What follows belongs to an exercise in optimizing a design on an open flow for small area; a production flow would make more cautious choices.
At most, simulation tests tie the RTL to the original design; equivalence was not proved.
Only the layout flow was run in runs 2 to 4; the RTL was not checked for function there.
Power is estimated from default activity; no workload was simulated.

### design/flow/run.sh
#!/bin/bash
# synth_recipe.tcl (not shown) runs the flow's synth.tcl, then flattens the netlist and writes it again
# the make line also repeats each setting of config.mk as NAME=value (left out here)
make -C /OpenROAD-flow-scripts/flow DESIGN_CONFIG=/design/flow/config.mk WORK_HOME=/design/flow/orfs CLKGATE_MAP_FILE= SYNTH_SCRIPT=/design/flow/synth_recipe.tcl finish
### design/flow/config.mk
export PLATFORM = sky130hd
export DESIGN_NAME = tes_mux_sseg_counter4_up
export DESIGN_NICKNAME = tes_mux_sseg_counter4_up
export VERILOG_FILES = /design/flow/design.v
export SDC_FILE = /design/flow/constraint.sdc
export NUM_CORES = 4
export LEC_CHECK = 0
export CAP_MARGIN = 20
export CORE_MARGIN = 2
export CORE_UTILIZATION = 40
export SLEW_MARGIN = 20
### design/flow/constraint.sdc
create_clock -name core_clock -period 10.0 [get_ports {clk}]
set_input_delay 2.0000 -clock core_clock [delete_from_list [all_inputs] [get_ports {clk}]]
set_output_delay 2.0000 -clock core_clock [all_outputs]
set_load 0.01 [all_outputs]
### design/flow/design.v
module debouncer(
  input clk,  
  input PB,   
  output reg PB_state,   
  output PB_state_nx,    
  output PB_fall         
);
  reg PB_sync_0;
  always @(posedge clk) PB_sync_0 <= PB;
  reg PB_sync_1;
  always @(posedge clk) PB_sync_1 <= PB_sync_0;
  reg [15:0] PB_cnt;
  always @(posedge clk)
  if(PB_state==PB_sync_1)
    PB_cnt <= 0;
  else
  begin
    PB_cnt <= PB_cnt + 1'b1; 
    if(PB_cnt == 16'hffff) PB_state <= ~PB_state; 
  end
  wire PB_toggle = (PB_state != PB_sync_1) && (PB_cnt == 16'hffff);
  assign PB_state_nx = PB_state ^ PB_toggle;
  assign PB_fall = PB_state & PB_toggle;
endmodule
module counter4_up(
  input clk,
  input rst,
  input en,
  output reg [3:0] cnt
);
  wire [3:0] q_next;
  always@(posedge clk)
  if(rst)
    cnt <= 0;
  else if(en)
    cnt <= q_next;
  assign q_next = cnt + 1;
endmodule
module hex_to_sseg_case(
  input [3:0] hex,
  output reg [7:0] sseg );
  always @*
  begin
    case(hex)
      4'b0000: sseg = 8'b1100_0000;  
      4'b0001: sseg = 8'b1111_1001;  
      4'b0010: sseg = 8'b1010_0100;  
      4'b0011: sseg = 8'b1011_0000;  
      4'b0100: sseg = 8'b1001_1001;  
      4'b0101: sseg = 8'b1001_0010;  
      4'b0110: sseg = 8'b1000_0010;  
      4'b0111: sseg = 8'b1111_1000;  
      4'b1000: sseg = 8'b1000_0000;  
      4'b1001: sseg = 8'b1001_0000;  
      4'b1010: sseg = 8'b1000_1000;  
      4'b1011: sseg = 8'b1000_0011;  
      4'b1100: sseg = 8'b1100_0110;  
      4'b1101: sseg = 8'b1010_0001;  
      4'b1110: sseg = 8'b1000_0110;  
      4'b1111: sseg = 8'b1000_1110;  
    endcase
  end
endmodule
module mux_sseg_4dig(
  input wire clk, reset,
  input [7:0] dig3, dig2, dig1, dig0,
  output reg [3:0] en_dig,
  output reg [7:0] sseg
  );
  localparam N = 18;
  reg [N-1:0] q_reg;
  wire [N-1:0] q_next;
  always@(posedge clk)
  if(reset)
    q_reg <= 0;
  else
    q_reg <= q_next;
  assign q_next = q_reg + 1'b1;
  always @*
  case(q_reg[N-1:N-2])
    2'b00:
      begin
        en_dig = 4'b1110;
        sseg = dig0;
      end
    2'b01:
      begin
        en_dig = 4'b1101;
        sseg = dig1;
      end
    2'b10:
      begin
        en_dig = 4'b1011;
        sseg = dig2;
      end
    2'b11:    
      begin
        en_dig = 4'b0111;
        sseg = dig3;
      end
  endcase
endmodule
module tes_mux_sseg_counter4_up(
  input clk,
  input [3:0] btn,
  input reset,
  output [3:0] led,
  output [7:0] sseg,
  output [3:0] en_dig  
);
  wire [3:0] cnt0, cnt1, cnt2, cnt3;
  wire [7:0] dig0, dig1, dig2, dig3;
  wire [3:0] dbtn;
  wire [3:0] dbtn_nx;
  wire [3:0] dbtn_fall;
  wire dreset;
  wire dreset_nx;
  wire dreset_fall;
  debouncer DB0( clk, btn[0], dbtn[0], dbtn_nx[0], dbtn_fall[0] );
  debouncer DB1( clk, btn[1], dbtn[1], dbtn_nx[1], dbtn_fall[1] );
  debouncer DB2( clk, btn[2], dbtn[2], dbtn_nx[2], dbtn_fall[2] );
  debouncer DB3( clk, btn[3], dbtn[3], dbtn_nx[3], dbtn_fall[3] );
  debouncer DBr( clk, reset, dreset, dreset_nx, dreset_fall ); 
  wire clr = ~dreset | ~dreset_nx;
  counter4_up CNT0( clk, clr, dbtn_fall[0], cnt0 );
  counter4_up CNT1( clk, clr, dbtn_fall[1], cnt1 );
  counter4_up CNT2( clk, clr, dbtn_fall[2], cnt2 );
  counter4_up CNT3( clk, clr, dbtn_fall[3], cnt3 );  
  assign led = ~cnt0;  
  hex_to_sseg_case BCD4SSEG0( cnt0, dig0);
  hex_to_sseg_case BCD4SSEG1( cnt1, dig1);
  hex_to_sseg_case BCD4SSEG2( cnt2, dig2);
  hex_to_sseg_case BCD4SSEG3( cnt3, dig3);  
  mux_sseg_4dig MUXSSEG( clk, clr, dig3, dig2, dig1, dig0, en_dig, sseg); 
endmodule
==> results by group, run 1 <==
Status
  – Status: complete, no violations

Yosys
  – Post-Syn Area: 7179 um^2
  – Synth Warn #: 4
  – Yosys cell types: 58
  – Top cell type by total area after synthesis: dfxtp_1
  – Area contributors post-synth: dfxtp_1 42%, xor2_1 6.1%, ha_1 5.9%
  – Top post-synthesis cells by count: 152 x dfxtp_1, 96 x nor2_1, 50 x xor2_1
  – Sequential area share after synthesis: 44.48%
  – Post-synth ARST share: 0%
  – Synth Register Bits: 157
  – Post-synth EDFFs: 5
  – Mapped Cells: 751
  – Mean post-synth cell area: 9.560 um^2
  – Syn Nets: 791
  – Share of the synthesized area in the top cell type: 42.38%
  – Primary FF master, synth: dfxtp_1
  – Top-count cell post-synth: dfxtp_1

Worst setup path
  – CP startpoint kind: register
  – Crit path max fanout: 13
  – R2R Path Start: DBr.PB_cnt[0]
  – WP buf/inv: 1
  – Slowest cell on crit path: dfxtp_1
  – R2R cell count: 13
  – Delay-heaviest family, CP: flip-flops
  – Crit path depth: 2
  – Type of the worst setup path: reg -> out
  – Crit path launch: MUXSSEG.q_reg[16]
  – Critical path data arrival time: 2.25 ns
  – Critical Path RT: 8.00 ns
  – Capture point of the critical path: sseg[5]
  – R2r endpoint: MUXSSEG.dig3[4]
  – Worst path max stage delay: 0.74 ns
  – Worst path cell trace: mux4_2 > clkdlybuf4s50_1
  – Worst Setup End Kind: output pin
  – Setup slack, reg-to-reg: 6.73 ns

Floorplan
  – Full die area: 19,040 um^2
  – IO Count: 22
  – Die width: 138.0 um
  – Core area: 17,420 um^2
  – Initial Util: 41.22%
  – Site Rows: 48
  – Die H: 138.0 um

Place
  – Final Wtd Congestion: 0.7655
  – Post-Place Worst Slack: 6.169 ns
  – PortBufs: 20
  – HPWL Detailed: 9464 um

Layout
  – FILL cells: 1,671
  – Share of layout cells above drive strength 1: 8.112%
  – Largest register FFs: 18
  – Final #Nets: 816
  – P&R area growth vs syn: 13.79%
  – N_diodes: 0
  – FF/Latch Area: 3193 um^2
  – Multi-input logic area: 3762 um^2

Global route
  – Initial antenna violation count: 0
  – Largest net degree at the start of global routing: 45
  – Vias in the first global route: 4,994
  – First-pass GRT wire length: 22,750 um
  – Tot GR Track Use: 14.95%
  – Grt ovf: 0

Hold path
  – Hold path startpoint: DB1.PB_sync_0
  – Worst Hold Class: reg -> reg

Timing
  – Clock Skew: 0.008466 ns
  – Final Hold Fails: 0
  – Final worst path period share: 42.46%
  – Fin Setup TNS: 0 ns
  – Max Freq: 235.5 MHz
  – Relative slew slack: 37.11%
  – Fin worst setup slack: 5.754 ns
  – Setup violators final: 0
  – RSZ-0062 raised after global routing: false
  – Worst slew pin tran: 0.9433 ns
  – Final slew viol count: 0
  – Fin crit period: 4.246 ns

Job
  – Max-cap violations: 0

CTS
  – Hold-fix buffer count after cts: 0
  – Post_cts resized: 0
  – TritonCTS Buffers: 17
  – Post-CTS Setup Bufs: 0
  – Clock latency (worst-skew pair): 0.43 ns
  – H-tree levels: 4
  – CTS Root Cell: clkbuf_16
  – Max Buffers Root-to-Sink: 2
  – TritonCTS clock tree: built
  – Sink Count: 157
  – Clk pin slew, worst setup/hold paths: 0.06 ns

Routing
  – DR vias/cell: 5.179
  – Met3 wire len: 414 um
  – DR top layer: met4
  – Wire length per cell: 13.23 um
  – Metal-1 WL: 6447 um
  – Metal2 WL: 6336 um
  – Via count: 5,251
  – Drt total wl: 13,420 um
  – ANT nets after route: 0
  – DRT Pass-1 Iters: 5
  – Initial DRC Count: 284
  – DRC viols: 0

Power and ir drop
  – Pleak: 3.024 nW
  – P per Cell Area: 156.4 nW/um^2
  – Worst vdd ir: 106.6 uV
[layer usage]
metal	vias up	GRT usage (%)
met2	70	24.94
met5	-	0
li1	2675	-
met1	2488	18.62
met4	0	6.406
met3	18	3.289
[through the flow]
stage          std cells  instance area [um^2]  power (mW)  hold WS [ns]  utilization [%]
4_1_cts             1014                  8169       1.294        0.3274            46.90
3_5_place_dp         982                  7602      0.6741        0.3121            43.65
5_1_grt             1014                  8169       1.327        0.3377            46.90
6_report            1014                  8169       1.278        0.3273            46.90
2_1_floorplan        751                  7179      0.6670        0.3096                -
3_3_place_gp         982                  7602      0.6730        0.3163            43.65
[cells by family after synthesis]
logic type                 Yosys count  share of synthesized area [%]
and+or+nand+nor                    297                          21.78
DFF                                157                          44.48
AOI/OAI and AO/OA                   91                          8.278
xor gates and xnor gates            87                          10.61
buffers and inverters               52                          3.119
adders and majority gates           34                          5.925
muxes                               32                          5.751
other                                1                        0.05223
[worst reg2reg max path: stages (launching register included)]
cell	delay (ns)
dfxtp_1	0.36
ha_1	0.21
and2_1	0.15
nand4_1	0.33
o31ai_4	0.32
buf_4	0.45
nor2_1	0.22
inv_1	0.15
ha_1	0.28
o21ai_0	0.12
and4_1	0.20
a21oi_1	0.13
nand4_1	0.13
o31ai_1	0.12
[how the worst min path moves through the flow]
stage,endpoint,slack [ns],cells past startpoint
after floorplan,DB0.PB_sync_1,0.31,0
after global placement,DB3.PB_sync_1,0.32,0
after detailed placement,DB1.PB_sync_1,0.31,0
after CTS,DB1.PB_sync_1,0.33,0
after global routing,DB3.PB_sync_1,0.34,0
final,DB1.PB_sync_1,0.33,0
[power by group]
group          switching (mW)  internal (mW)  total (mW)  leakage [nW]
logic                 0.00963        0.00887      0.0185          1.46
clock network           0.274          0.344       0.618         0.278
registers             0.00588          0.635       0.641          1.28
total                   0.289          0.989        1.28          3.02
[area by class of cell]
type,instances,share of cell area [%]
multi-input cells,542,46.06
inverters,32,1.470
clock buffers,19,5.682
flip-flops and latches,157,39.09
well taps,225,3.446
clock inverters,13,1.256
repair buffers,26,3.002
[cells in the final DEF (no fill, tap or decap), types with 15 or more instances in the layout]
cell type and instances:
and4_1 15, a21oi_1 26, clkbuf_16 18, clkdlybuf4s50_1 20, mux2i_1 21, o21ai_0 21
and3_1 22, nand4_1 18, xnor2_1 37, xor2_1 50, dfxtp_1 152, ha_1 34
nor2_1 96, inv_1 31, nand3_1 48, nand2_1 32
==> inputs of run 2 (changes only) <==
==> design/flow/design.v (replaced) <==
module debouncer(
  input clk,
  input PB,              
  output reg PB_state,   
  output PB_state_nx,    
  output PB_fall         
);
  reg PB_sync_0;
  always @(posedge clk) PB_sync_0 <= PB;
  reg PB_sync_1;
  always @(posedge clk) PB_sync_1 <= PB_sync_0;
  wire run = PB_state ^ PB_sync_1;    
  wire term;
  lfsr_cnt16 CNT(clk, run, term);
  assign PB_state_nx = term ? PB_sync_1 : PB_state;
  assign PB_fall = PB_state & ~PB_sync_1 & term;
  always @(posedge clk) PB_state <= PB_state_nx;
endmodule
module lfsr_cnt16(
  input clk,
  input en,
  output term
);
  localparam [15:0] P = 16'haaaa;         
  localparam [15:0] S0 = 16'haaaa;        
  localparam [15:0] T = 16'h5555;         
  reg  [15:0] r;
  wire [15:0] t = r ^ P;
  wire z15 = ~|t[14:0];
  wire fb = t[15] ^ t[14] ^ t[12] ^ t[3] ^ z15;
  wire [15:0] tn = {t[14:0], fb};
  always @(posedge clk) r <= en ? (tn ^ P) : 16'h0000;
  assign term = (t == T);
endmodule
module counter4_up(
  input clk,
  input rst,
  input en,
  output reg [3:0] cnt_n
);
  always @(posedge clk)
  if (rst)
    cnt_n <= 4'hf;
  else if (en)
    cnt_n <= cnt_n - 1'b1;
endmodule
module hex_to_sseg_case(
  input [3:0] hex_n,
  output reg [7:0] sseg );
  always @*
  begin
    case(~hex_n)
      4'b0000: sseg = 8'b1100_0000;  
      4'b0001: sseg = 8'b1111_1001;  
      4'b0010: sseg = 8'b1010_0100;  
      4'b0011: sseg = 8'b1011_0000;  
      4'b0100: sseg = 8'b1001_1001;  
      4'b0101: sseg = 8'b1001_0010;  
      4'b0110: sseg = 8'b1000_0010;  
      4'b0111: sseg = 8'b1111_1000;  
      4'b1000: sseg = 8'b1000_0000;  
      4'b1001: sseg = 8'b1001_0000;  
      4'b1010: sseg = 8'b1000_1000;  
      4'b1011: sseg = 8'b1000_0011;  
      4'b1100: sseg = 8'b1100_0110;  
      4'b1101: sseg = 8'b1010_0001;  
      4'b1110: sseg = 8'b1000_0110;  
      default: sseg = 8'b1000_1110;  
    endcase
  end
endmodule
module mux_sseg_4dig(
  input wire clk, reset,
  input [3:0] dig3, dig2, dig1, dig0,    
  output reg [3:0] en_dig,
  output [7:0] sseg
  );
  wire wrap;
  lfsr_cnt16 LOW(clk, ~reset, wrap);
  reg [1:0] k;
  always @(posedge clk)
  if (reset)
    k <= 2'd0;
  else if (wrap)
    k <= k + 1'b1;
  reg [3:0] dsel;
  always @*
  case (k)
    2'b00: begin en_dig = 4'b1110; dsel = dig0; end
    2'b01: begin en_dig = 4'b1101; dsel = dig1; end
    2'b10: begin en_dig = 4'b1011; dsel = dig2; end
    default: begin en_dig = 4'b0111; dsel = dig3; end
  endcase
  hex_to_sseg_case DEC(dsel, sseg);
endmodule
module tes_mux_sseg_counter4_up(
  input clk,
  input [3:0] btn,
  input reset,
  output [3:0] led,
  output [7:0] sseg,
  output [3:0] en_dig
);
  wire [3:0] cnt0_n, cnt1_n, cnt2_n, cnt3_n;
  wire [3:0] dbtn;
  wire [3:0] dbtn_nx;
  wire [3:0] dbtn_fall;
  wire dreset;
  wire dreset_nx;
  wire dreset_fall;
  debouncer DB0( clk, btn[0], dbtn[0], dbtn_nx[0], dbtn_fall[0] );
  debouncer DB1( clk, btn[1], dbtn[1], dbtn_nx[1], dbtn_fall[1] );
  debouncer DB2( clk, btn[2], dbtn[2], dbtn_nx[2], dbtn_fall[2] );
  debouncer DB3( clk, btn[3], dbtn[3], dbtn_nx[3], dbtn_fall[3] );
  debouncer DBr( clk, reset, dreset, dreset_nx, dreset_fall );
  wire clr = ~dreset | ~dreset_nx;
  counter4_up CNT0( clk, clr, dbtn_fall[0], cnt0_n );
  counter4_up CNT1( clk, clr, dbtn_fall[1], cnt1_n );
  counter4_up CNT2( clk, clr, dbtn_fall[2], cnt2_n );
  counter4_up CNT3( clk, clr, dbtn_fall[3], cnt3_n );
  assign led = cnt0_n;  
  mux_sseg_4dig MUXSSEG( clk, clr, cnt3_n, cnt2_n, cnt1_n, cnt0_n, en_dig, sseg);
endmodule
--- a/design/flow/config.mk
+++ b/design/flow/config.mk
@@ -8,4 +8,7 @@
 export CAP_MARGIN = 20
 export CORE_MARGIN = 2
 export CORE_UTILIZATION = 40
+export CTS_BUF_LIST = sky130_fd_sc_hd__clkbuf_4
+export CTS_CLUSTER_DIAMETER = 100
+export CTS_CLUSTER_SIZE = 40
 export SLEW_MARGIN = 20
==> results by group, run 2 <==
CTS
  – Clock latency (worst-skew pair): 0.53 ns
  – Max Buffers Root-to-Sink: 2
  – Post-CTS Setup Bufs: 0
  – TritonCTS clock tree: built
  – Clk pin slew, worst setup/hold paths: 0.10 ns
  – Hold-fix buffer count after cts: 0
  – H-tree levels: 4
  – TritonCTS Buffers: 17
  – Post_cts resized: 0
  – CTS Root Cell: clkbuf_4
  – Sink Count: 129

Hold path
  – Worst Hold Class: reg -> reg

Routing
  – Drt total wl: 7986 um
  – ANT nets after route: 0
  – Initial DRC Count: 237
  – DR vias/cell: 4.974
  – DRT Pass-1 Iters: 4
  – DRC viols: 0
  – Wire length per cell: 12.80 um
  – Via count: 3,104

Layout
  – Commonest non-fill, non-tap cell in the layout: dfxtp_1
  – Final #Nets: 497
  – Design area: 5215 um^2
  – Finished Layout Cells: 624
  – Share of layout cells above drive strength 1: 9.583%
  – Most frequent cells in the layout: 125 x dfxtp_1, 99 x nor2_1, 24 x ha_1, 22 x inv_1, 20 x clkdlybuf4s50_1
  – P&R area growth vs syn: 13.02%

Place
  – PortBufs: 20
  – Final Wtd Congestion: 0.7687
  – HPWL Detailed: 5620 um
  – Post-DP Area: 4920 um^2
  – Placed cells: 591

Job
  – Max-cap violations: 0

Global route
  – Grt ovf: 0
  – Tot GR Track Use: 14.13%
  – Largest net degree at the start of global routing: 19
  – Vias in the first global route: 3,085
  – First-pass GRT wire length: 13,940 um
  – Initial antenna violation count: 1

Yosys
  – Area contributors post-synth: dfxtp_1 54%, nor2_1 8.1%, ha_1 6.5%
  – Top-count cell post-synth: dfxtp_1
  – Post-synth ARST share: 0%
  – Mapped Cells: 442
  – Synth Register Bits: 129
  – Synth Warn #: 5
  – Post-Syn Area: 4614 um^2
  – Sequential area share after synthesis: 56.83%
  – Yosys cell types: 37
  – Post-synth EDFFs: 4
  – Top cell type by total area after synthesis: dfxtp_1
  – Primary FF master, synth: dfxtp_1
  – Syn Nets: 472
  – Mean post-synth cell area: 10.44 um^2
  – Top post-synthesis cells by count: 125 x dfxtp_1, 99 x nor2_1, 24 x ha_1
  – Share of the synthesized area in the top cell type: 54.23%

Power and ir drop
  – Worst vdd ir: 125.2 uV
  – Pleak: 2.312 nW
  – P per Cell Area: 189.4 nW/um^2

Worst setup path
  – Worst path max stage delay: 0.55 ns
  – Critical Path RT: 8.00 ns
  – Type of the worst setup path: reg -> out
  – Most common cell type on the critical path: inv_1
  – Crit path max fanout: 7
  – Worst Setup End Kind: output pin
  – Worst path cell trace: inv_1 > ha_1 > a222oi_1 > mux2i_1 > inv_1 > ha_1 > inv_1 > mux2_2 > mux2i_1 > clkdlybuf4s50_1
  – CP startpoint kind: register
  – Slowest cell on crit path: clkdlybuf4s50_1
  – Critical path data arrival time: 3.39 ns

Timing
  – Setup violators final: 0
  – RSZ-0062 raised after global routing: false
  – Fin crit period: 5.392 ns
  – Fin Setup TNS: 0 ns
  – Max Freq: 185.5 MHz
  – Final Hold Fails: 0
  – Worst slew pin tran: 0.9693 ns
  – Relative slew slack: 35.38%
  – Final slew viol count: 0
  – Final worst path period share: 53.92%
  – Clock Skew: 0.01241 ns

Floorplan
  – Initial Util: 40.76%
  – Core area: 11,320 um^2
  – Die H: 111.4 um
  – Die width: 111.4 um
  – IO Count: 22
  – Site Rows: 39
  – Full die area: 12,410 um^2

Status
  – Status: complete, no violations
-- run 2: cell types whose count changed in the layout (fill, tap and decap cells not counted), sizes merged, moves of 12 or more --
| cell | before | now |
|---|---|---|
| nand3 | 49 | 7 |
| xor2 | 50 | 12 |
| nand2 | 32 | 1 |
| xnor2 | 37 | 9 |
| dfxtp | 152 | 125 |
| a21oi | 28 | 10 |
| and3 | 22 | 8 |
| mux2i | 21 | 7 |
| inv | 39 | 26 |
| o22ai | 12 | 0 |
-- run 2: routing by layer --
layer	wire, um	GRT usage (%)	part of all wire, %
met1	3676	16.48	46
met2	3815	22.93	48
met3	347	5.389	4.3
met4	147	6.914	1.8
met5	0	0	0
-- run 2: final timing paths --
path / cells after the start / startpoint / end / slack, ns
max: 10 / MUXSSEG.k[0] / sseg[3] / 4.61
min: 0 / DB3.PB_sync_0 / DB3.PB_sync_1 / 0.34
max reg2reg: 5 / DBr.CNT.r[14] / MUXSSEG.k[0] / 8.18
min reg2reg: 0 / DB3.PB_sync_0 / DB3.PB_sync_1 / 0.34
-- run 2: logic make-up (layout without fill, tap and decap cells) --
family	count (synthesis)	after routing	synth area share, %
AO/OA/AOI/OAI	45	45	6.345
other	1	2	0.08127
buffers and inverters	36	74	3.389
flip-flops	129	129	56.83
AND/OR/NAND/NOR	174	174	20.12
multiplexers	12	12	2.739
adder cells (fa/ha/maj)	24	24	6.508
XOR/XNOR	21	21	3.986
-- run 2: critical path, delay by kind of cell (launching register included) --
kind                     cells  cell delay, ns
multiplexers                 3            0.71
flip-flops                   1            0.41
adder cells (fa/ha/maj)      2            0.49
AO/OA/AOI/OAI                1            0.39
buffers and inverters        4            0.87
-- run 2: metrics by stage --
stage | utilization (%) | total power [mW] | setup slack, ns | hold WS (ns)
3_5_place_dp | 43.46 | 0.6526 | 5.177 | 0.3121
2_1_floorplan | - | 0.6354 | 5.936 | 0.3096
6_report | 46.07 | 0.9878 | 4.608 | 0.3367
5_1_grt | 46.07 | 1.042 | 4.373 | 0.3340
4_1_cts | 45.98 | 1.004 | 4.561 | 0.3387
3_3_place_gp | 43.46 | 0.6494 | 5.365 | 0.3154
-- run 2: cell type report --
type                       instances  area, um^2
fill                            1100        6106
sequential                       129        2623
multi-input combinational        277        1843
timing repair buffer              20       200.2
tap                              143       178.9
clock inverter                    15       157.7
clock buffer                      17       127.6
inverter                          22       82.58
antenna                            1       2.502
-- run 2: where the power goes --
part           internal (mW)  switching [mW]  total, mW
Clock                  0.150           0.197      0.348
Sequential             0.557          0.0269      0.584
Combinational         0.0275          0.0288     0.0563
==> inputs of run 3 (changes only) <==
==> design/flow/flow/run.sh (new file) <==
#!/bin/bash
# Standard ORFS layout (the standard.sh, standard synthesis), with two
# changes: clock tree synthesis without dummy loads, and minimum-size
# buffers on the ports.  Tool output goes to the logs under orfs/logs and
# to standard.log here.
set -euo pipefail
CTS="-sink_clustering_enable -repair_clock_nets -dont_use_dummy_load -buf_list sky130_fd_sc_hd__clkbuf_4"
bash standard.sh "CTS_ARGS=$CTS" "BUFFER_PORTS_ARGS=-buffer_cell sky130_fd_sc_hd__buf_1" finish > standard.log 2>&1
==> design/flow/standard.sh (new file) <==
#!/bin/bash
# synth_recipe.tcl (not shown) runs the flow's synth.tcl, then flattens the netlist and writes it again
# the make line also repeats each setting of config.mk as NAME=value (left out here)
make -C /OpenROAD-flow-scripts/flow DESIGN_CONFIG=/design/flow/config.mk WORK_HOME=/design/flow/orfs CLKGATE_MAP_FILE= SYNTH_SCRIPT=/design/flow/synth_recipe.tcl "${@:-finish}"
--- a/design/flow/config.mk
+++ b/design/flow/config.mk
@@ -8,7 +8,4 @@
 export CAP_MARGIN = 20
 export CORE_MARGIN = 2
 export CORE_UTILIZATION = 40
-export CTS_BUF_LIST = sky130_fd_sc_hd__clkbuf_4
-export CTS_CLUSTER_DIAMETER = 100
-export CTS_CLUSTER_SIZE = 40
 export SLEW_MARGIN = 20
removed: design/flow/run.sh
==> results by group, run 3 <==
Hold path
  – Worst Hold Class: reg -> reg

Timing
  – Fin crit period: 4.905 ns
  – Fin Setup TNS: 0 ns
  – Clock Skew: 0.04322 ns
  – RSZ-0062 raised after global routing: false
  – Setup violators final: 0
  – Fin worst setup slack: 5.095 ns
  – Final slew viol count: 0
  – Relative slew slack: 34.82%
  – Worst slew pin tran: 0.9777 ns
  – Final Hold Fails: 0
  – Max Freq: 203.9 MHz
  – Final worst path period share: 49.05%

Floorplan
  – Die width: 111.4 um
  – Core area: 11,320 um^2
  – Initial Util: 40.76%
  – Full die area: 12,410 um^2
  – Die H: 111.4 um
  – IO Count: 22
  – Site Rows: 39

CTS
  – TritonCTS clock tree: built
  – Clk pin slew, worst setup/hold paths: 0.12 ns
  – Hold-fix buffer count after cts: 0
  – Sink Count: 129
  – Post-CTS Setup Bufs: 0
  – TritonCTS Buffers: 17
  – H-tree levels: 4
  – Max Buffers Root-to-Sink: 2
  – Clock latency (worst-skew pair): 0.53 ns
  – Post_cts resized: 0
  – CTS Root Cell: clkbuf_4

Global route
  – Met1 Use GR: 16.09%
  – Initial antenna violation count: 0
  – Met3 usage: 5.444%
  – Grt ovf: 0
  – GRT Max-Usage Layer: met2
  – Largest net degree at the start of global routing: 19
  – Vias in the first global route: 2,984
  – Met2 Use GR: 21.50%
  – Tot GR Track Use: 13.43%
  – First-pass GRT wire length: 13,370 um

Place
  – Post-Place Worst Slack: 5.666 ns
  – PortBufs: 20
  – Final Wtd Congestion: 0.7855
  – HPWL Detailed: 5576 um

Job
  – Max-cap violations: 0

Yosys
  – Yosys cell types: 37
  – Share of the synthesized area in the top cell type: 54.23%
  – Mapped Cells: 442
  – Top-count cell post-synth: dfxtp_1
  – Synth Register Bits: 129
  – Post-synth EDFFs: 4
  – Synth Warn #: 5
  – Post-Syn Area: 4614 um^2
  – Primary FF master, synth: dfxtp_1
  – Sequential area share after synthesis: 56.83%
  – Area contributors post-synth: dfxtp_1 54%, nor2_1 8.1%, ha_1 6.5%
  – Syn Nets: 472
  – Top post-synthesis cells by count: 125 x dfxtp_1, 99 x nor2_1, 24 x ha_1
  – Mean post-synth cell area: 10.44 um^2
  – Post-synth ARST share: 0%
  – Top cell type by total area after synthesis: dfxtp_1

Routing
  – DRC viols: 0
  – Drt total wl: 7833 um
  – DRT Pass-1 Iters: 4
  – DR vias/cell: 5.005
  – Via count: 3,043
  – Wire length per cell: 12.88 um
  – Initial DRC Count: 202
  – ANT nets after route: 0

Layout
  – Final #Nets: 497
  – N_diodes: 0
  – Share of layout cells above drive strength 1: 6.667%
  – P&R area growth vs syn: 6.833%
  – Final Util: 43.55%
  – Commonest non-fill, non-tap cell in the layout: dfxtp_1
  – Most frequent cells in the layout: 125 x dfxtp_1, 99 x nor2_1, 24 x ha_1, 22 x inv_1, 20 x buf_1

Worst setup path
  – WP buf/inv: 4
  – Type of the worst setup path: reg -> out
  – Worst path max stage delay: 0.41 ns
  – Critical Path RT: 8.00 ns
  – Slowest cell on crit path: dfxtp_1
  – Worst Setup End Kind: output pin
  – Critical path data arrival time: 2.90 ns
  – Crit path max fanout: 7
  – CP startpoint kind: register
  – Delay-heaviest family, CP: multiplexers
  – Worst path cell trace: inv_1 > ha_1 > a222oi_1 > mux2i_1 > inv_1 > ha_1 > inv_1 > mux2_2 > mux2i_1 > buf_1
  – Most common cell type on the critical path: inv_1

Power and ir drop
  – Worst vdd ir: 89.93 uV
  – P per Cell Area: 175.8 nW/um^2
  – Pleak: 2.182 nW

Status
  – Status: complete, no violations
## run 3: cell counts after synthesis
Identical to the previous run, type by type.
## run 3: stage by stage
| step | cell area, um^2 | total power [mW] | hold slack [ns] | std cells |
|---|---|---|---|---|
| 2_1_floorplan | 4614 | 0.6354 | 0.3096 | 442 |
| 3_3_place_gp | 4795 | 0.6482 | 0.3102 | 591 |
| 3_5_place_dp | 4795 | 0.6517 | 0.3128 | 591 |
| 4_1_cts | 4922 | 0.8783 | 0.3217 | 608 |
| 5_1_grt | 4930 | 0.9138 | 0.3265 | 608 |
| 6_report | 4930 | 0.8669 | 0.3159 | 608 |
## run 3: final timing paths
path	end	start	depth (start not counted)	slack (ns)
hold reg to reg	DB2.PB_sync_1	DB2.PB_sync_0	0	0.32
hold / removal	DB2.PB_sync_1	DB2.PB_sync_0	0	0.32
setup reg to reg	MUXSSEG.LOW.r[5]	DBr.CNT.r[14]	5	8.20
setup / recovery	sseg[3]	MUXSSEG.k[0]	10	5.10
## run 3: worst register-to-register path, delay by kind of cell, from the launching register on
family          cells  cell delay, ns
compound gates      1            0.40
fa+ha+maj           1            0.18
flops               1            0.37
simple gates        3            0.74
## run 3: report_power, final
group / internal (mW) / switching (mW)
Clock: 0.0776 / 0.150
Sequential: 0.557 / 0.0269
Combinational: 0.0262 / 0.0293
## run 3: final cells by class
type	instances	area (um^2)
clock buffers	17	127.6
fillers	1101	6391
inverters	22	82.58
multi-input cells	277	1843
flip-flops and latches	129	2623
well taps	143	178.9
repair buffers	20	75.07
## run 3: cells by family (layout without fill, tap and decap cells)
logic type / count (synthesis) / count (layout) / synth area share (%)
simple gates: 174 / 174 / 20.12
flops: 129 / 129 / 56.83
compound gates: 45 / 45 / 6.345
buf+inv: 36 / 59 / 3.389
fa+ha+maj: 24 / 24 / 6.508
xor+xnor: 21 / 21 / 3.986
mux: 12 / 12 / 2.739
other cells: 1 / 1 / 0.08127
## run 3: metal layers
metal	vias to the layer above	wire length [um]
met4	0	121
met1	1403	3825
met2	44	3543
met5	-	0
li1	1583	-
met3	13	343
==> inputs of run 4 (changes only) <==
--- a/design/flow/config.mk
+++ b/design/flow/config.mk
@@ -7,5 +7,6 @@
 export LEC_CHECK = 0
 export CAP_MARGIN = 20
 export CORE_MARGIN = 2
-export CORE_UTILIZATION = 40
+export CORE_UTILIZATION = 70
+export PLACE_DENSITY = 0.8
 export SLEW_MARGIN = 20
==> results by group, run 4 <==
Hold path
  – Worst hold stages: 0
  – Hold EP: DB1.PB_sync_1
  – Worst Hold Class: reg -> reg
  – Hold path startpoint: DB1.PB_sync_0

Yosys
  – Share of the synthesized area in the top cell type: 54.23%
  – Synth Register Bits: 129
  – Top post-synthesis cells by count: 125 x dfxtp_1, 99 x nor2_1, 24 x ha_1
  – Post-synth EDFFs: 4
  – Synth Warn #: 5
  – Top cell type by total area after synthesis: dfxtp_1
  – Sequential area share after synthesis: 56.83%
  – Mapped Cells: 442
  – Yosys cell types: 37
  – Syn Nets: 472
  – Primary FF master, synth: dfxtp_1
  – Post-synth ARST share: 0%
  – Area contributors post-synth: dfxtp_1 54%, nor2_1 8.1%, ha_1 6.5%
  – Top-count cell post-synth: dfxtp_1
  – Mean post-synth cell area: 10.44 um^2
  – Post-Syn Area: 4614 um^2

Worst setup path
  – CP startpoint kind: register
  – Type of the worst setup path: reg -> out
  – Setup slack, reg-to-reg: 8.22 ns
  – Worst Setup End Kind: output pin
  – R2R Path Start: DBr.CNT.r[14]
  – Critical path data arrival time: 2.93 ns
  – R2r endpoint: MUXSSEG.k[1]
  – Critical Path RT: 8.00 ns
  – Crit path max fanout: 7
  – R2R cell count: 5

Power and ir drop
  – P per Cell Area: 177.5 nW/um^2
  – Pleak: 2.182 nW
  – Worst vdd ir: 132.2 uV

Place
  – Post-Place Worst Slack: 5.573 ns
  – HPWL Detailed: 5589 um
  – Final Wtd Congestion: 0.9138
  – PortBufs: 20
  – Placed cells: 525
  – Post-DP Area: 4712 um^2

Global route
  – Met2 Use GR: 37.43%
  – Tot GR Track Use: 22.91%
  – Met1 Use GR: 28.78%
  – Met3 usage: 7.101%
  – Vias in the first global route: 2,917
  – GRT Max-Usage Layer: met2
  – First-pass GRT wire length: 13,070 um
  – Largest net degree at the start of global routing: 19
  – Grt ovf: 0
  – Initial antenna violation count: 0

Layout
  – Finished Layout Cells: 542
  – Final #Nets: 497
  – Design area: 4847 um^2
  – Most frequent cells in the layout: 125 x dfxtp_1, 99 x nor2_1, 24 x ha_1, 22 x inv_1, 20 x buf_1
  – N_diodes: 0
  – Share of layout cells above drive strength 1: 6.667%
  – Commonest non-fill, non-tap cell in the layout: dfxtp_1
  – P&R area growth vs syn: 5.043%

CTS
  – Hold-fix buffer count after cts: 0
  – Post-CTS Setup Bufs: 0
  – TritonCTS Buffers: 17
  – Clock latency (worst-skew pair): 0.49 ns
  – H-tree levels: 4
  – Sink Count: 129
  – TritonCTS clock tree: built
  – Clk pin slew, worst setup/hold paths: 0.08 ns
  – CTS Root Cell: clkbuf_4
  – Max Buffers Root-to-Sink: 2
  – Post_cts resized: 0

Timing
  – Final worst path period share: 49.30%
  – Fin worst setup slack: 5.070 ns
  – Hold_ws: 0.3154 ns
  – Final slew viol count: 0
  – Relative slew slack: 32.73%
  – Final Hold Fails: 0
  – Setup violators final: 0
  – Worst slew pin tran: 1.009 ns
  – Fin crit period: 4.930 ns
  – Fin Setup TNS: 0 ns
  – Clock Skew: 0.03171 ns
  – RSZ-0062 raised after global routing: false
  – Max Freq: 202.8 MHz

Floorplan
  – IO Count: 22
  – Die width: 85.19 um
  – Core area: 6350 um^2
  – Site Rows: 29
  – Initial Util: 72.67%
  – Die H: 85.19 um
  – Full die area: 7257 um^2

Status
  – Status: complete, no violations

Routing
  – DR vias/cell: 5.653
  – Wire length per cell: 14.16 um
  – Initial DRC Count: 145
  – Via count: 3,064
  – DRT Pass-1 Iters: 5
  – DRC viols: 0
  – ANT nets after route: 0
  – Drt total wl: 7677 um

Job
  – Max-cap violations: 0
==> run 4: cell counts after synthesis <==
Identical to the previous run, type by type.
==> run 4: metal layers <==
layer | wire length [um] | vias to the layer above
met5 | 0 | -
met4 | 86 | 0
met3 | 327 | 7
met2 | 3722 | 58
met1 | 3541 | 1413
li1 | - | 1586
==> run 4: stage by stage <==
| stage | power (mW) | util (%) |
|---|---|---|
| after floorplan | 0.6354 | - |
| after global placement | 0.6469 | 74.21 |
| after detailed placement | 0.6529 | 74.21 |
| after CTS | 0.8698 | 76.22 |
| after global routing | 0.9022 | 76.34 |
| final | 0.8603 | 76.34 |
==> run 4: worst max-delay path by stage <==
stage | from | endpoint | slack, ns | cells after the start
after floorplan | MUXSSEG.k[0] | sseg[3] | 5.94 | 9
after global placement | MUXSSEG.k[0] | sseg[3] | 5.77 | 10
after detailed placement | MUXSSEG.k[0] | sseg[3] | 5.57 | 10
after CTS | MUXSSEG.k[0] | sseg[3] | 5.08 | 10
after global routing | MUXSSEG.k[0] | sseg[3] | 4.88 | 10
final | MUXSSEG.k[0] | sseg[3] | 5.07 | 10
==> run 4: worst max-delay path, cell delays in order (launching register included) <==
cell and delay [ns]:
dfxtp_1 0.41, inv_1 0.09, ha_1 0.26, a222oi_1 0.40
mux2i_1 0.31, inv_1 0.15, ha_1 0.22, inv_1 0.07
mux2_2 0.26, mux2i_1 0.13, buf_1 0.17
==> run 4: kinds of logic after synthesis <==
family / Yosys count / synth area share (%)
fa+ha+maj: 24 / 6.508
flops: 129 / 56.83
compound gates: 45 / 6.345
buf+inv: 36 / 3.389
other cells: 1 / 0.08127
mux: 12 / 2.739
xor+xnor: 21 / 3.986
simple gates: 174 / 20.12
==> run 4: cell type report <==
type	instances	area (um^2)
tap	77	96.34
timing repair buffer	20	75.07
multi-input combinational	277	1843
sequential	129	2623
fill	463	1503
inverter	22	82.58
clock buffer	17	127.6
==> run 4: power breakdown <==
group	total, mW	internal, mW	switching [mW]	leakage, nW
clock network	0.219	0.0777	0.142	0.0782
logic	0.0570	0.0263	0.0307	1.02
registers	0.584	0.557	0.0270	1.08
==> inputs of run 5 (changes only) <==
--- a/design/flow/design.v
+++ b/design/flow/design.v
@@ -13,7 +13,7 @@
   wire term;
   lfsr_cnt16 CNT(clk, run, term);
   assign PB_state_nx = term ? PB_sync_1 : PB_state;
-  assign PB_fall = PB_state & ~PB_sync_1 & term;
+  assign PB_fall = (term & ~PB_sync_1) & PB_state;
   always @(posedge clk) PB_state <= PB_state_nx;
 endmodule
 module lfsr_cnt16(
@@ -21,16 +21,15 @@
   input en,
   output term
 );
-  localparam [15:0] P = 16'haaaa;         
-  localparam [15:0] S0 = 16'haaaa;        
-  localparam [15:0] T = 16'h5555;         
-  reg  [15:0] r;
-  wire [15:0] t = r ^ P;
-  wire z15 = ~|t[14:0];
-  wire fb = t[15] ^ t[14] ^ t[12] ^ t[3] ^ z15;
-  wire [15:0] tn = {t[14:0], fb};
-  always @(posedge clk) r <= en ? (tn ^ P) : 16'h0000;
-  assign term = (t == T);
+  reg [15:0] r;
+  wire ev = ((r[0] & r[2]) & (r[4] & r[6])) & ((r[8] & r[10]) & (r[12] & r[14]));
+  wire z15 = ev & ~(((r[1] | r[3]) | (r[5] | r[7])) | ((r[9] | r[11]) | r[13]));
+  assign term = ev & (((r[1] & r[3]) & (r[5] & r[7])) & ((r[9] & r[11]) & r[13])) & ~r[15];
+  wire fb = ((r[15] ^ r[12]) ^ (r[14] ^ r[3])) ^ z15;
+  always @(posedge clk) begin
+    r[0] <= en & ~fb;
+    r[15:1] <= en ? ~r[14:0] : 15'd0;
+  end
 endmodule
 module counter4_up(
   input clk,
@@ -38,18 +37,19 @@
   input en,
   output reg [3:0] cnt_n
 );
+  wire c1 = en & ~cnt_n[0];
+  wire c2 = c1 & ~cnt_n[1];
+  wire c3 = c2 & ~cnt_n[2];
   always @(posedge clk)
-  if (rst)
-    cnt_n <= 4'hf;
-  else if (en)
-    cnt_n <= cnt_n - 1'b1;
+    cnt_n <= {rst | (cnt_n[3] ^ c3), rst | (cnt_n[2] ^ c2),
+              rst | (cnt_n[1] ^ c1), rst | (cnt_n[0] ^ en)};
 endmodule
 module hex_to_sseg_case(
-  input [3:0] hex_n,
+  input [3:0] hex,
   output reg [7:0] sseg );
   always @*
   begin
-    case(~hex_n)
+    case(hex)
       4'b0000: sseg = 8'b1100_0000;  
       4'b0001: sseg = 8'b1111_1001;  
       4'b0010: sseg = 8'b1010_0100;  
@@ -71,27 +71,18 @@
 endmodule
 module mux_sseg_4dig(
   input wire clk, reset,
-  input [3:0] dig3, dig2, dig1, dig0,    
-  output reg [3:0] en_dig,
+  input [3:0] dig3_n, dig2_n, dig1_n, dig0_n,
+  output [3:0] en_dig,
   output [7:0] sseg
   );
   wire wrap;
   lfsr_cnt16 LOW(clk, ~reset, wrap);
   reg [1:0] k;
   always @(posedge clk)
-  if (reset)
-    k <= 2'd0;
-  else if (wrap)
-    k <= k + 1'b1;
-  reg [3:0] dsel;
-  always @*
-  case (k)
-    2'b00: begin en_dig = 4'b1110; dsel = dig0; end
-    2'b01: begin en_dig = 4'b1101; dsel = dig1; end
-    2'b10: begin en_dig = 4'b1011; dsel = dig2; end
-    default: begin en_dig = 4'b0111; dsel = dig3; end
-  endcase
-  hex_to_sseg_case DEC(dsel, sseg);
+    k <= {~reset & (k[1] ^ (wrap & k[0])), ~reset & (k[0] ^ wrap)};
+  assign en_dig = {~(k[1] & k[0]), ~(k[1] & ~k[0]), ~(~k[1] & k[0]), ~(~k[1] & ~k[0])};
+  wire [3:0] dsel_n = k[1] ? (k[0] ? dig3_n : dig2_n) : (k[0] ? dig1_n : dig0_n);
+  hex_to_sseg_case DEC(~dsel_n, sseg);
 endmodule
 module tes_mux_sseg_counter4_up(
   input clk,
==> results by group, run 5 <==
Status
  – Status: complete, no violations

Layout
  – Finished Layout Cells: 509
  – FILL cells: 405
  – Share of layout cells above drive strength 1: 7.143%
  – Most frequent cells in the layout: 125 x dfxtp_1, 97 x nor2_1, 20 x nand2_1, 20 x buf_1, 19 x ha_1
  – Commonest non-fill, non-tap cell in the layout: dfxtp_1
  – Final #Nets: 461
  – Design area: 4662 um^2
  – N_diodes: 0
  – P&R area growth vs syn: 5.732%

Routing
  – Via count: 2,783
  – ANT nets after route: 0
  – DRC viols: 0
  – Initial DRC Count: 107
  – Wire length per cell: 13.43 um
  – Drt total wl: 6834 um
  – DRT Pass-1 Iters: 4
  – DR vias/cell: 5.468

Worst setup path
  – Slowest cell on crit path: mux4_1
  – Most common cell type on the critical path: mux4_1
  – Delay-heaviest family, CP: multiplexers
  – Type of the worst setup path: reg -> out
  – Crit path max fanout: 10
  – Critical Path RT: 8.00 ns
  – Critical path data arrival time: 2.82 ns
  – Worst path cell trace: mux4_1 > inv_1 > ha_1 > mux4_1 > buf_1
  – CP startpoint kind: register
  – Worst path max stage delay: 0.76 ns
  – WP buf/inv: 2
  – Worst Setup End Kind: output pin
  – R2R cell count: 8
  – Crit path depth: 5

Power and ir drop
  – Total power: 860.2 uW
  – Pleak: 2.060 nW
  – Worst vdd ir: 140.6 uV
  – P per Cell Area: 184.5 nW/um^2

Timing
  – Clock Skew: 0.04359 ns
  – Hold_ws: 0.3354 ns
  – RSZ-0062 raised after global routing: false
  – Final Hold Fails: 0
  – Setup violators final: 0
  – Worst slew pin tran: 0.7047 ns
  – Fin crit period: 4.823 ns
  – Final slew viol count: 0
  – Max Freq: 207.4 MHz
  – Final worst path period share: 48.23%
  – Fin Setup TNS: 0 ns
  – Relative slew slack: 52.79%

CTS
  – TritonCTS Buffers: 17
  – Clk pin slew, worst setup/hold paths: 0.08 ns
  – Clock latency (worst-skew pair): 0.50 ns
  – CTS Root Cell: clkbuf_4
  – Hold-fix buffer count after cts: 0
  – Sink Count: 129
  – TritonCTS clock tree: built
  – Post-CTS Setup Bufs: 0
  – Max Buffers Root-to-Sink: 2
  – H-tree levels: 4
  – Post_cts resized: 0

Yosys
  – Area contributors post-synth: dfxtp_1 57%, nor2_1 8.3%, ha_1 5.4%
  – Post-synth EDFFs: 4
  – Top-count cell post-synth: dfxtp_1
  – Top post-synthesis cells by count: 125 x dfxtp_1, 97 x nor2_1, 22 x xnor2_1
  – Mapped Cells: 409
  – Synth Register Bits: 129
  – Top cell type by total area after synthesis: dfxtp_1
  – Synth Warn #: 5
  – Post-Syn Area: 4409 um^2
  – Primary FF master, synth: dfxtp_1
  – Syn Nets: 434
  – Share of the synthesized area in the top cell type: 56.75%
  – Mean post-synth cell area: 10.78 um^2
  – Sequential area share after synthesis: 59.48%
  – Post-synth ARST share: 0%
  – Yosys cell types: 40

Floorplan
  – Die width: 83.37 um
  – IO Count: 22
  – Site Rows: 28
  – Die H: 83.37 um
  – Core area: 5991 um^2
  – Full die area: 6950 um^2
  – Initial Util: 73.60%

Hold path
  – Worst Hold Class: reg -> reg
  – Worst hold stages: 0

Place
  – Final Wtd Congestion: 0.8290
  – Post-DP Area: 4497 um^2
  – HPWL Detailed: 4970 um
  – PortBufs: 20
  – Placed cells: 492

Global route
  – Initial antenna violation count: 0
  – Vias in the first global route: 2,792
  – Grt ovf: 0
  – Largest net degree at the start of global routing: 18
  – First-pass GRT wire length: 11,970 um
  – Tot GR Track Use: 21.67%

Job
  – Max-cap violations: 0
[run 5: final timing paths]
path                                    start       endpoint  slack, ns
worst max-delay path             MUXSSEG.k[0]        sseg[3]       5.18
worst min-delay path            DB2.PB_sync_0  DB2.PB_sync_1       0.34
worst max register to register  DB0.CNT.r[14]  CNT0.cnt_n[3]       7.99
worst min register to register  DB2.PB_sync_0  DB2.PB_sync_1       0.34
[run 5: cells by family (layout without fill, tap and decap cells)]
| kind of cell | Yosys count | count (layout) | synth area share, % |
|---|---|---|---|
| compound gates | 12 | 12 | 2.441 |
| mux | 8 | 8 | 3.263 |
| other cells | 1 | 1 | 0.08505 |
| buf+inv | 29 | 54 | 3.292 |
| flops | 129 | 129 | 59.48 |
| simple gates | 177 | 177 | 19.30 |
| fa+ha+maj | 19 | 19 | 5.392 |
| xor+xnor | 34 | 34 | 6.754 |
[run 5: through the flow]
stage               setup slack (ns)  utilization [%]
finish                         5.177            77.82
global route                   4.984            77.82
CTS                            5.109            77.19
detailed placement             5.653            75.06
global placement               5.754            75.06
floorplan                      5.971                -
[run 5: layout make-up]
cell class,instances,area (um^2),share of cell area [%]
sequential,129,2623,56.25
multi-input combinational,251,1679,36.02
clock buffer,17,127.6,2.738
tap,75,93.84,2.013
timing repair buffer,20,75.07,1.610
inverter,17,63.81,1.369
[run 5: report_power, final]
part           switching, mW  leakage, nW  internal, mW
Sequential            0.0291         1.08         0.557
Clock                  0.142       0.0782        0.0777
Combinational         0.0268        0.903        0.0275
[run 5: routing by layer]
layer / wire length [um] / up-vias / track usage [%]
li1: - / 1423 / -
met3: 238 / 9 / 6.859
met1: 3169 / 1305 / 26.14
met4: 98 / 0 / 8.942
met5: 0 / - / 0
met2: 3328 / 46 / 35.92
==> inputs of run 6 (changes only) <==
--- a/design/flow/design.v
+++ b/design/flow/design.v
@@ -22,13 +22,12 @@
   output term
 );
   reg [15:0] r;
-  wire ev = ((r[0] & r[2]) & (r[4] & r[6])) & ((r[8] & r[10]) & (r[12] & r[14]));
-  wire z15 = ev & ~(((r[1] | r[3]) | (r[5] | r[7])) | ((r[9] | r[11]) | r[13]));
-  assign term = ev & (((r[1] & r[3]) & (r[5] & r[7])) & ((r[9] & r[11]) & r[13])) & ~r[15];
+  wire z15 = (r[14:0] == 15'h5555);
+  assign term = z15 & ~r[15];
   wire fb = ((r[15] ^ r[12]) ^ (r[14] ^ r[3])) ^ z15;
   always @(posedge clk) begin
     r[0] <= en & ~fb;
-    r[15:1] <= en ? ~r[14:0] : 15'd0;
+    r[15:1] <= en ? ~r[14:0] : 15'h2aaa;
   end
 endmodule
 module counter4_up(
==> design/flow/flow/run.sh (replaced) <==
#!/bin/bash
# Layout flow: the standard flow (standard.sh, standard synthesis) with
#  - the synthesized netlist's combinational logic re-mapped by ABC with a
#    stronger area script (flow/resynth.tcl); registers, their names and
#    cell types are kept exactly as the standard synthesis made them,
#  - clock tree synthesis without dummy loads,
#  - minimum-size buffers on the ports.
# Each tool's output goes to a log file in this folder (and ORFS's own logs
# under orfs/logs).
set -euo pipefail
W=$(pwd)
R=$W/orfs/results/$FLOW_PLATFORM/tes_mux_sseg_counter4_up/base
CTS="-sink_clustering_enable -repair_clock_nets -dont_use_dummy_load -buf_list sky130_fd_sc_hd__clkbuf_4"
MK=("CTS_ARGS=$CTS" "BUFFER_PORTS_ARGS=-buffer_cell sky130_fd_sc_hd__buf_1")

bash standard.sh "${MK[@]}" synth > standard_synth.log 2>&1
cp $R/1_2_yosys.v $W/standard_1_2_yosys.v

export RS_LIB=$FLOW_HOME/platforms/$FLOW_PLATFORM/lib/sky130_fd_sc_hd__tt_025C_1v80.lib
export RS_TOP=$FLOW_TOP
export RS_DONT_USE="$(cat $W/flow/dont_use.txt)"
export RS_SCRIPT=$W/flow/abc_area.script
export RS_IN=$W/standard_1_2_yosys.v
export RS_OUT=$W/resynth_1_2_yosys.v
export RS_STAT=$W/resynth_stat.txt
yosys -c $W/flow/resynth.tcl > $W/resynth.log 2>&1

cp $RS_OUT $R/1_2_yosys.v
rm -f $R/1_synth.odb $R/1_synth.sdc
bash standard.sh "${MK[@]}" finish > standard.log 2>&1
==> design/flow/flow/abc_area.script (new file) <==
&get -n
&deepsyn -T 30
&dch -f
&nf -R 1000 -p
&put
topo
==> design/flow/flow/dont_use.txt (new file) <==
sky130_fd_sc_hd__probe_p_8
sky130_fd_sc_hd__probec_p_8
sky130_fd_sc_hd__lpflow_bleeder_1
sky130_fd_sc_hd__lpflow_clkbufkapwr_1
sky130_fd_sc_hd__lpflow_clkbufkapwr_16
sky130_fd_sc_hd__lpflow_clkbufkapwr_2
sky130_fd_sc_hd__lpflow_clkbufkapwr_4
sky130_fd_sc_hd__lpflow_clkbufkapwr_8
sky130_fd_sc_hd__lpflow_clkinvkapwr_1
sky130_fd_sc_hd__lpflow_clkinvkapwr_16
sky130_fd_sc_hd__lpflow_clkinvkapwr_2
sky130_fd_sc_hd__lpflow_clkinvkapwr_4
sky130_fd_sc_hd__lpflow_clkinvkapwr_8
sky130_fd_sc_hd__lpflow_decapkapwr_12
sky130_fd_sc_hd__lpflow_decapkapwr_3
sky130_fd_sc_hd__lpflow_decapkapwr_4
sky130_fd_sc_hd__lpflow_decapkapwr_6
sky130_fd_sc_hd__lpflow_decapkapwr_8
sky130_fd_sc_hd__lpflow_inputiso0n_1
sky130_fd_sc_hd__lpflow_inputiso0p_1
sky130_fd_sc_hd__lpflow_inputiso1n_1
sky130_fd_sc_hd__lpflow_inputiso1p_1
sky130_fd_sc_hd__lpflow_inputisolatch_1
sky130_fd_sc_hd__lpflow_isobufsrc_1
sky130_fd_sc_hd__lpflow_isobufsrc_16
sky130_fd_sc_hd__lpflow_isobufsrc_2
sky130_fd_sc_hd__lpflow_isobufsrc_4
sky130_fd_sc_hd__lpflow_isobufsrc_8
sky130_fd_sc_hd__lpflow_isobufsrckapwr_16
sky130_fd_sc_hd__lpflow_lsbuf_lh_hl_isowell_tap_1
sky130_fd_sc_hd__lpflow_lsbuf_lh_hl_isowell_tap_2
sky130_fd_sc_hd__lpflow_lsbuf_lh_hl_isowell_tap_4
sky130_fd_sc_hd__lpflow_lsbuf_lh_isowell_4
sky130_fd_sc_hd__lpflow_lsbuf_lh_isowell_tap_1
sky130_fd_sc_hd__lpflow_lsbuf_lh_isowell_tap_2
sky130_fd_sc_hd__lpflow_lsbuf_lh_isowell_tap_4
==> design/flow/flow/resynth.tcl (new file) <==
# Re-map the combinational logic of the standard synthesis netlist with a
# stronger ABC area script.  Registers (and tie cells) are kept as they are:
# same instances, names and cell types.
yosys -import
set lib $::env(RS_LIB)
read_liberty -ignore_miss_func $lib
read_verilog -sv $::env(RS_IN)
hierarchy -top $::env(RS_TOP)
blackbox sky130_fd_sc_hd__df* sky130_fd_sc_hd__edf* sky130_fd_sc_hd__sdf* sky130_fd_sc_hd__sedf* sky130_fd_sc_hd__dl* sky130_fd_sc_hd__conb_1
flatten
opt_clean -purge
opt -full
set du {}
foreach c $::env(RS_DONT_USE) { lappend du -dont_use $c }
abc -liberty $lib {*}$du -script $::env(RS_SCRIPT)
opt_clean -purge
hilomap -singleton -hicell sky130_fd_sc_hd__conb_1 HI -locell sky130_fd_sc_hd__conb_1 LO
insbuf -buf sky130_fd_sc_hd__buf_4 A X
splitnets
opt_clean -purge
tee -o $::env(RS_STAT) stat -liberty $lib
write_verilog -noattr -nohex -nodec $::env(RS_OUT)
==> results by group, run 6 <==
Layout
  – P&R area growth vs syn: 6.309%
  – Final Util: 77.91%
  – Final #Nets: 450
  – Share of layout cells above drive strength 1: 4.072%
  – Most frequent cells in the layout: 125 x dfxtp_1, 76 x nor2_1, 73 x nand2_1, 20 x buf_1, 19 x xnor2_1
  – FF/Latch Area: 2623 um^2
  – Commonest non-fill, non-tap cell in the layout: dfxtp_1
  – Multi-input logic area: 1413 um^2
  – FILL cells: 402
  – N_diodes: 0

Worst setup path
  – Most common cell type on the critical path: a21oi_1
  – Critical path data arrival time: 2.48 ns
  – Delay-heaviest family, CP: compound AO/OA/AOI/OAI gates
  – Worst path max stage delay: 0.37 ns
  – CP startpoint kind: register
  – Critical Path RT: 8.00 ns
  – Slowest cell on crit path: dfxtp_1
  – Type of the worst setup path: reg -> out
  – Crit path max fanout: 7
  – WP buf/inv: 2
  – Worst Setup End Kind: output pin
  – Worst path cell trace: nor2_1 > clkinv_1 > o22ai_1 > or2_0 > a21oi_1 > a21oi_1 > nand3_1 > o21ai_0 > o21ba_1 > buf_1

Global route
  – Tot GR Track Use: 23.92%
  – Vias in the first global route: 2,792
  – Largest net degree at the start of global routing: 20
  – Initial antenna violation count: 0
  – First-pass GRT wire length: 11,660 um
  – Grt ovf: 0

Yosys
  – Syn Nets: 416
  – Mean post-synth cell area: 9.964 um^2
  – Synth Warn #: 5
  – Post-Syn Area: 4085 um^2
  – Mapped Cells: 410

Timing
  – Fin Setup TNS: 0 ns
  – Final Hold Fails: 0
  – Final worst path period share: 44.77%
  – Setup violators final: 0
  – Relative slew slack: 51.27%
  – RSZ-0062 raised after global routing: false
  – Clock Skew: 0.04205 ns
  – Worst slew pin tran: 0.7258 ns
  – Final slew viol count: 0
  – Max Freq: 223.3 MHz
  – Fin crit period: 4.477 ns

CTS
  – Clk pin slew, worst setup/hold paths: 0.10 ns
  – Post-CTS Setup Bufs: 0
  – Max Buffers Root-to-Sink: 2
  – Sink Count: 129
  – CTS Root Cell: clkbuf_4
  – TritonCTS clock tree: built
  – TritonCTS Buffers: 17
  – Post_cts resized: 0
  – H-tree levels: 4
  – Hold-fix buffer count after cts: 0
  – Clock latency (worst-skew pair): 0.50 ns

Floorplan
  – Site Rows: 27
  – IO Count: 22
  – Initial Util: 73.29%
  – Die H: 80.40 um
  – Die width: 80.40 um
  – Full die area: 6463 um^2
  – Core area: 5574 um^2

Power and ir drop
  – Worst vdd ir: 178.0 uV
  – Clock share of power: 19.5%
  – Net switching power: 371.1 uW
  – Int Power: 764.3 uW
  – Sw Share: 32.68%
  – Pleak: 1.680 nW
  – Comb pwr share: 24.2%
  – Register share of total power: 56.3%
  – P per Cell Area: 261.5 nW/um^2

Routing
  – Drt total wl: 6819 um
  – DRT Pass-1 Iters: 5
  – Via count: 2,813
  – Initial DRC Count: 146
  – DRC viols: 0
  – ANT nets after route: 0
  – Wire length per cell: 13.27 um
  – DR vias/cell: 5.473

Status
  – Status: complete, no violations

Place
  – HPWL Detailed: 4794 um
  – Final Wtd Congestion: 0.8626
  – PortBufs: 20

Job
  – Max-cap violations: 0

Hold path
  – Worst Hold Class: reg -> reg
## run 6: through the flow
| step | power [mW] | setup slack (ns) | instance area (um^2) | cells | hold slack, ns |
|---|---|---|---|---|---|
| detailed placement | 0.9208 | 6.052 | 4213 | 497 | 0.3121 |
| finish | 1.135 | 5.523 | 4343 | 514 | 0.3234 |
| CTS | 1.138 | 5.532 | 4340 | 514 | 0.3250 |
| floorplan | 0.8442 | 6.107 | 4085 | 410 | 0.3096 |
| global route | 1.207 | 5.229 | 4343 | 514 | 0.3383 |
| global placement | 0.9082 | 6.158 | 4213 | 497 | 0.3098 |
## run 6: layout make-up
type / count / area share (%)
Sequential cell: 129 / 60.39
Multi-Input combinational cell: 272 / 32.53
Clock buffer: 17 / 2.939
Tap cell: 72 / 2.074
Timing Repair Buffer: 20 / 1.729
Inverter: 4 / 0.3457
## run 6: final timing paths
kind / to / from / slack (ns) / cells past startpoint
max: sseg[5] / MUXSSEG.k[0] / 5.52 / 10
min: DBr.PB_sync_1 / DBr.PB_sync_0 / 0.32 / 0
max reg2reg: CNT1.cnt_n[3] / DB1.CNT.r[5] / 7.71 / 9
min reg2reg: DBr.PB_sync_1 / DBr.PB_sync_0 / 0.32 / 0
## run 6: power groups by stage
| stage | Sequential, mW | Combinational (mW) | Clock, mW |
|---|---|---|---|
| floorplan | 0.634 | 0.211 | 0 |
| global placement | 0.646 | 0.262 | 0 |
| detailed placement | 0.650 | 0.271 | 0 |
| CTS | 0.639 | 0.273 | 0.226 |
| global route | 0.648 | 0.313 | 0.246 |
| finish | 0.639 | 0.275 | 0.222 |
## run 6: metal layers
metal	up-vias	wire (um)	part of all wire (%)	GRT usage, %
met5	-	0	0	0
met4	0	124	1.8	9.661
met3	12	378	5.5	8.989
met2	65	3170	46	39.33
met1	1312	3146	46	28.24
li1	1424	-	-	-
==> inputs of run 7 (changes only) <==
--- a/design/flow/design.v
+++ b/design/flow/design.v
@@ -21,12 +21,14 @@
   input en,
   output term
 );
-  reg [15:0] r;
-  wire z15 = (r[14:0] == 15'h5555);
-  assign term = z15 & ~r[15];
-  wire fb = ((r[15] ^ r[12]) ^ (r[14] ^ r[3])) ^ z15;
+  localparam [15:0] P = 16'h5555;        
+  reg  [15:0] r;
+  wire [15:0] t = r ^ P;
+  wire s = (t[14:0] == 15'h0000);
+  assign term = s & ~t[15];
+  wire fb = t[15] ^ ((~t[1] & t[3] & t[4]) | t[14]) ^ s;
   always @(posedge clk) begin
-    r[0] <= en & ~fb;
+    r[0] <= en ? (fb ^ P[0]) : 1'b0;
     r[15:1] <= en ? ~r[14:0] : 15'h2aaa;
   end
 endmodule
==> results by group, run 7 <==
Floorplan
  – Die H: 79.89 um
  – IO Count: 22
  – Initial Util: 72.76%
  – Site Rows: 27
  – Full die area: 6382 um^2
  – Core area: 5540 um^2
  – Die width: 79.89 um

Timing
  – RSZ-0062 raised after global routing: false
  – Clock Skew: 0.05090 ns
  – Worst slew pin tran: 0.7849 ns
  – Fin crit period: 4.727 ns
  – Relative slew slack: 47.67%
  – Setup violators final: 0
  – Final worst path period share: 47.27%
  – Fin Setup TNS: 0 ns
  – Max Freq: 211.6 MHz
  – Final Hold Fails: 0
  – Final slew viol count: 0

Routing
  – DRC viols: 0
  – Wire length per cell: 13.24 um
  – DR vias/cell: 5.508
  – DRT Pass-1 Iters: 5
  – Drt total wl: 6804 um
  – Initial DRC Count: 123
  – ANT nets after route: 0
  – Via count: 2,831

CTS
  – Post_cts resized: 0
  – Post-CTS Setup Bufs: 0
  – H-tree levels: 4
  – TritonCTS Buffers: 17
  – Max Buffers Root-to-Sink: 2
  – Hold-fix buffer count after cts: 0
  – CTS Root Cell: clkbuf_4
  – Clk pin slew, worst setup/hold paths: 0.09 ns
  – Clock latency (worst-skew pair): 0.51 ns
  – TritonCTS clock tree: built
  – Sink Count: 129

Worst setup path
  – CP startpoint kind: register
  – Crit path max fanout: 10
  – Worst Setup End Kind: output pin
  – Critical Path RT: 8.00 ns
  – Type of the worst setup path: reg -> out
  – Critical path data arrival time: 2.73 ns

Job
  – Max-cap violations: 0

Layout
  – Design area: 4287 um^2
  – Commonest non-fill, non-tap cell in the layout: dfxtp_1
  – P&R area growth vs syn: 6.331%
  – N_diodes: 0
  – Final #Nets: 450
  – Most frequent cells in the layout: 125 x dfxtp_1, 78 x nand2_1, 62 x nor2_1, 26 x a21oi_1, 20 x buf_1
  – Share of layout cells above drive strength 1: 3.846%
  – Final Util: 77.37%
  – FILL cells: 391

Place
  – Post-DP Area: 4159 um^2
  – PortBufs: 20
  – Final Wtd Congestion: 0.7896
  – HPWL Detailed: 4800 um

Yosys
  – Mapped Cells: 410
  – Post-Syn Area: 4031 um^2
  – Mean post-synth cell area: 9.833 um^2
  – Synth Warn #: 5
  – Syn Nets: 416

Power and ir drop
  – Worst vdd ir: 182.5 uV
  – Total power: 1.140 mW
  – Pleak: 1.640 nW
  – P per Cell Area: 265.9 nW/um^2

Status
  – Status: complete, no violations

Global route
  – Vias in the first global route: 2,623
  – First-pass GRT wire length: 11,280 um
  – Largest net degree at the start of global routing: 23
  – Grt ovf: 0
  – Initial antenna violation count: 0
  – Tot GR Track Use: 23.64%

Hold path
  – Worst Hold Class: reg -> reg
==> run 7: cell type report <==
| cell class | count | area [um^2] | share of cell area [%] |
|---|---|---|---|
| inverter | 5 | 18.77 | 0.4378 |
| timing repair buffer | 20 | 75.07 | 1.751 |
| tap | 72 | 90.09 | 2.102 |
| multi-input combinational | 271 | 1353 | 31.55 |
| sequential | 129 | 2623 | 61.18 |
| clock buffer | 17 | 127.6 | 2.977 |
==> run 7: final timing paths <==
path	start	to	slack, ns	cells after the start
setup / recovery	MUXSSEG.k[0]	sseg[0]	5.27	10
hold reg to reg	DB3.PB_sync_0	DB3.PB_sync_1	0.34	0
setup reg to reg	DBr.CNT.r[1]	MUXSSEG.LOW.r[0]	7.72	6
hold / removal	DB3.PB_sync_0	DB3.PB_sync_1	0.34	0
==> run 7: through the flow <==
stage                     worst slack [ns]  std cells  hold slack (ns)
after floorplan                      5.933        410           0.3096
after global placement               5.989        497           0.3105
after detailed placement             5.807        497           0.3128
after CTS                            5.272        514           0.3397
after global routing                 4.981        514           0.3451
final                                5.273        514           0.3380
==> run 7: worst max-delay path, stage by stage, from the launching register on <==
cell and delay [ns]:
dfxtp_1 0.47, nor2b_1 0.36, a22oi_1 0.14, nand3_1 0.20
nand2b_1 0.18, a31oi_1 0.07, o21ai_0 0.19, nand2_1 0.12
o21ai_0 0.25, o22ai_1 0.13, buf_1 0.14
==> run 7: power breakdown <==
part           internal [mW]  switching (mW)
clock                 0.0776           0.145
sequential             0.581          0.0460
combinational         0.0983           0.192
total                  0.756           0.383
==> run 7: layer usage <==
layer	vias to the layer above	global-route usage, %	part of all wire (%)	wire, um
met5	-	0	0	0
met4	0	8.814	1.1	76
met3	9	9.615	4.8	328
met2	52	38.17	47	3184
met1	1326	28.33	47	3215
li1	1444	-	-	-

==> port drivers added, routing unchanged <==
In the flow no input, the clock included, has a driving cell. The finished layouts below were timed again as built, in two steps.
Step 1 assumes that a clkbuf_16 drives the clock port and a buf_2 every other input.
Step 2 moves the port delays by t, midway between the first and last clock arrival at a register: inputs arrive t later, outputs are due t later. That takes back most of the time a late clock gives input paths.
Slacks: no drivers / after step 1 / after step 2; pairs: no drivers / after step 1.
run	t, ns	setup slack, ns	worst hold slack (ns)
run 1	0.469	5.754 / 5.708 / 6.177	0.327 / 0.327 / 0.327
run 2	0.560	4.608 / 4.573 / 5.133	0.337 / 0.337 / 0.337
run 3	0.534	5.095 / 5.065 / 5.599	0.316 / 0.316 / 0.316
run 4	0.497	5.070 / 5.041 / 5.538	0.315 / 0.315 / 0.315
run 5	0.504	5.177 / 5.149 / 5.653	0.335 / 0.335 / 0.335
run 6	0.514	5.523 / 5.492 / 6.006	0.323 / 0.323 / 0.323
run 7	0.510	5.273 / 5.244 / 5.753	0.338 / 0.338 / 0.338
After both steps setup and hold are still met in every run listed.
